This is an optimization exercise on Yosys and OpenROAD, whose aim is small area, a short achievable clock period and few clock cycles per item, not a production implementation.
Function was checked by simulation only, so behaviour that the tests miss may differ from the original.

==> job 2689: inputs <==
// fir_1
module fir_1(
    input clk,
    input reset_p,
    input [15:0]x,
    input act,
    output reg [15:0]y,
    output ready
    );
clock: 10.0 ns
lec_check: 0
abc_area: 1
cap_margin: 20
core_margin: 2
core_utilization: 40
setup_slack_margin: 5
slew_margin: 20
synth_hierarchical: 1
synth_minimum_keep_size: 0
run.sh (not shown) runs the stock make flow with config.mk's settings and CLKGATE_MAP_FILE= SYNTH_SCRIPT=/design/flow/synth_recipe.tcl, a recipe that flattens the netlist after the stock synthesis.
==> job 7104: changes against job 2689 <==
--- a/flow/config.mk
+++ b/flow/config.mk
@@ -11,2 +11,5 @@
 export CORE_UTILIZATION = 40
+export CTS_BUF_LIST = sky130_fd_sc_hd__clkbuf_16
+export CTS_CLUSTER_DIAMETER = 150
+export CTS_CLUSTER_SIZE = 20
 export SETUP_SLACK_MARGIN = 5
==> impl_metrics.ini <==
[run_status]
status = complete, no violations

[sta]
skew_ns = 0.0162

[setup_path]
worstPathMaxFanout = 5
ff2ff_path_depth = 20
endpoint = y[6]

[detailed_routing]
drt_iter0_drc = 1260
first_pass_iters = 6
wl_met2_mm = 30.8

[final_layout]
layout.nonclk_buf_share_pct = 2.29
(the above is from job 2689)
==> impl_metrics.ini <==
[detailed_routing]
first_pass_iters = 7
wl_met2_mm = 30.7
drt_iter0_drc = 1347

[setup_path]
endpoint = rc[21]
ff2ff_path_depth = 10
worstPathMaxFanout = 9

[run_status]
status = complete, no violations

[sta]
max-slew-margin-rel_pct = 33.6
skew_ns = 0.0412

[synth]
synth_fa_ha_area_share_pct = 41.9
ys_types = 38
yosysSeqAreaShare_pct = 29.4

[final_layout]
layout.nonclk_buf_share_pct = 2.37
multi_input_gates = 1783

[grt]
met2_usage_pct = 35.8

[hold_path]
hold_depth = 2
(the above is from job 7104)
Testbench counts of job 2689, summed over its fixed seeds: cycles 3,200, items 3,200.
Testbench counts of job 7104, summed over its fixed seeds: cycles 3,200, items 3,200.

* * *

==> fjord <==
Another version of the RTL of fir_1 (not shown whole).
Settings: LEC_CHECK=0, ABC_AREA=1, CAP_MARGIN=20, CORE_MARGIN=2, CORE_UTILIZATION=40, CTS_BUF_LIST=sky130_fd_sc_hd__clkbuf_16, CTS_CLUSTER_DIAMETER=120, CTS_CLUSTER_SIZE=26, SLEW_MARGIN=20, SYNTH_HIERARCHICAL=1, SYNTH_MINIMUM_KEEP_SIZE=0; clock period 10.0 ns.
standard.sh (not shown) runs the stock make flow with config.mk's settings and CLKGATE_MAP_FILE= SYNTH_SCRIPT=/design/flow/synth_recipe.tcl, a recipe that flattens the netlist after the stock synthesis.
==> flow/flow/run.sh <==
#!/bin/bash
set -euo pipefail
bash standard.sh SETUP_SLACK_MARGIN=6.0 finish > standard.log 2>&1
==> tundra: changes against fjord <==
Settings changed: CORE_UTILIZATION 40 to 55, CTS_CLUSTER_DIAMETER 120 to 150, CTS_CLUSTER_SIZE 26 to 20.
==> impl_results.md <==
* Max-slew headroom at 0.3290
* Post-layout minimum cycle time at 4094 ps
* Peak Freq at between 200 and 250 MHz
* # fillers at 6065
* Met3 WL post-DR at around 4600 um
* Tightest Pin Transition at about 1000 ps
* WP data arrival at approximately 4600 ps
* Outcome: finished clean
* Mean number of vias per cell at a little under 5
* Final Util at 0.4604
* Starting Density at 0.4030
# the run above: fjord

==> impl_results.md <==
* Post-layout minimum cycle time at between 4000 and 5000 ps
* # fillers at 3969
* Starting Density at 0.5552
* Tightest Pin Transition at 1102 ps
* Peak Freq at roughly 240 MHz
* Outcome: finished clean
# the run above: tundra

Testbench counts of fjord, summed over its fixed seeds: cycles 3,200, items 3,200.
Testbench counts of tundra, summed over its fixed seeds: cycles 3,200, items 3,200.

* * *

==> inputs of 09-20 <==
fir_1 again, from the RTL that the note above started with.
==> flow/design.v (excerpt) <==
module fir_1(
    input clk,
    input reset_p,
    input [15:0]x,
    input act,
    output reg [15:0]y,
    output ready
    );
clock: 10.0 ns
lec_check: 0
abc_area: 1
cap_margin: 20
core_margin: 2
core_utilization: 40
cts_buf_list: sky130_fd_sc_hd__clkbuf_16
cts_cluster_diameter: 150
cts_cluster_size: 20
gpl_routability_driven: 0
slew_margin: 20
synth_hierarchical: 1
synth_minimum_keep_size: 0
Scripts as last shown in full above: flow/flow/run.sh
==> 07-07: changes against 09-20 <==
Settings changed: ABC_AREA 1 to default, GPL_ROUTABILITY_DRIVEN 0 to default.
==> comparison table <==
metric                                                           09-20         07-07
Run status                                    timing/DRC/antenna clean  timing/DRC/antenna clean
Shortest clock period the worst path allows after layout       4.16 ns       4.81 ns
Post-route worst setup slack                                   5.84 ns       5.19 ns
Row Count                                                           94            92
Invs w/o clock                                                     410           254
Setup slack of the worst register-to-register path             5.88 ns       5.19 ns
Post-place setup slack                                         4.34 ns       3.77 ns
Multi-input logic cell count                                     1,804         1,228
Final nets                                                       3,329         2,573
Min-Delay Startpoint                                            qs[12]         h6[2]
Post-synthesis xor/xnor area fraction                           0.232%        0.721%
Detail-routed via count per cell                                  5.00          5.10
Adder-cell share of the synthesized area                         44.1%         45.6%
Area used by multi-input combinational logic              17,600 sq um  17,100 sq um
Testbench counts of 09-20, summed over its fixed seeds: cycles 3,200, items 3,200.
Testbench counts of 07-07, summed over its fixed seeds: cycles 3,200, items 3,200.

## re-timing with driven ports
No port has a modelled driver above. Below, the same layouts with a new extraction and two added sets of constraints.
Step 1: set_driving_cell puts a clkbuf_16 on clk and a buf_2 on each other input, an assumption about the parent block.
Step 2, shift: input delay + t, output delay - t, t = (earliest + latest rising clock arrival at the registers) / 2. This alone moves slack from input paths to output paths.
Three values: ideal ports, drivers, drivers and shift; two values: the first two.
| run | t, ns | slack for setup (ns) | worst hold slack (ns) | worst setup path at the end | worst register clock-pin slew, ns |
|---|---|---|---|---|---|
| job 2689 | 0.617 | 5.168 / 5.168 / 4.705 | 0.469 / 0.469 / 0.469 | input to register | 0.06 / 0.06 |
| job 7104 | 0.603 | 5.151 / 5.151 / 4.691 | 0.475 / 0.475 / 0.475 | input to register | 0.11 / 0.11 |
| fjord | 0.602 | 5.906 / 5.900 / 5.298 | 0.475 / 0.475 / 0.475 | input to register | 0.11 / 0.11 |
| tundra | 0.617 | 5.748 / 5.748 / 5.204 | 0.471 / 0.471 / 0.471 | input to register | 0.10 / 0.10 |
| 09-20 | 0.587 | 5.844 / 5.865 / 5.278 | 0.475 / 0.475 / 0.475 | input to register | 0.10 / 0.10 |
| 07-07 | 0.598 | 5.190 / 5.190 / 4.666 | 0.484 / 0.484 / 0.484 | input to register | 0.09 / 0.09 |
After both steps setup and hold are still met in every run listed. For fjord, which loses most, drivers alone change the setup slack by -0.006 ns; drivers and shift together by -0.608 ns.
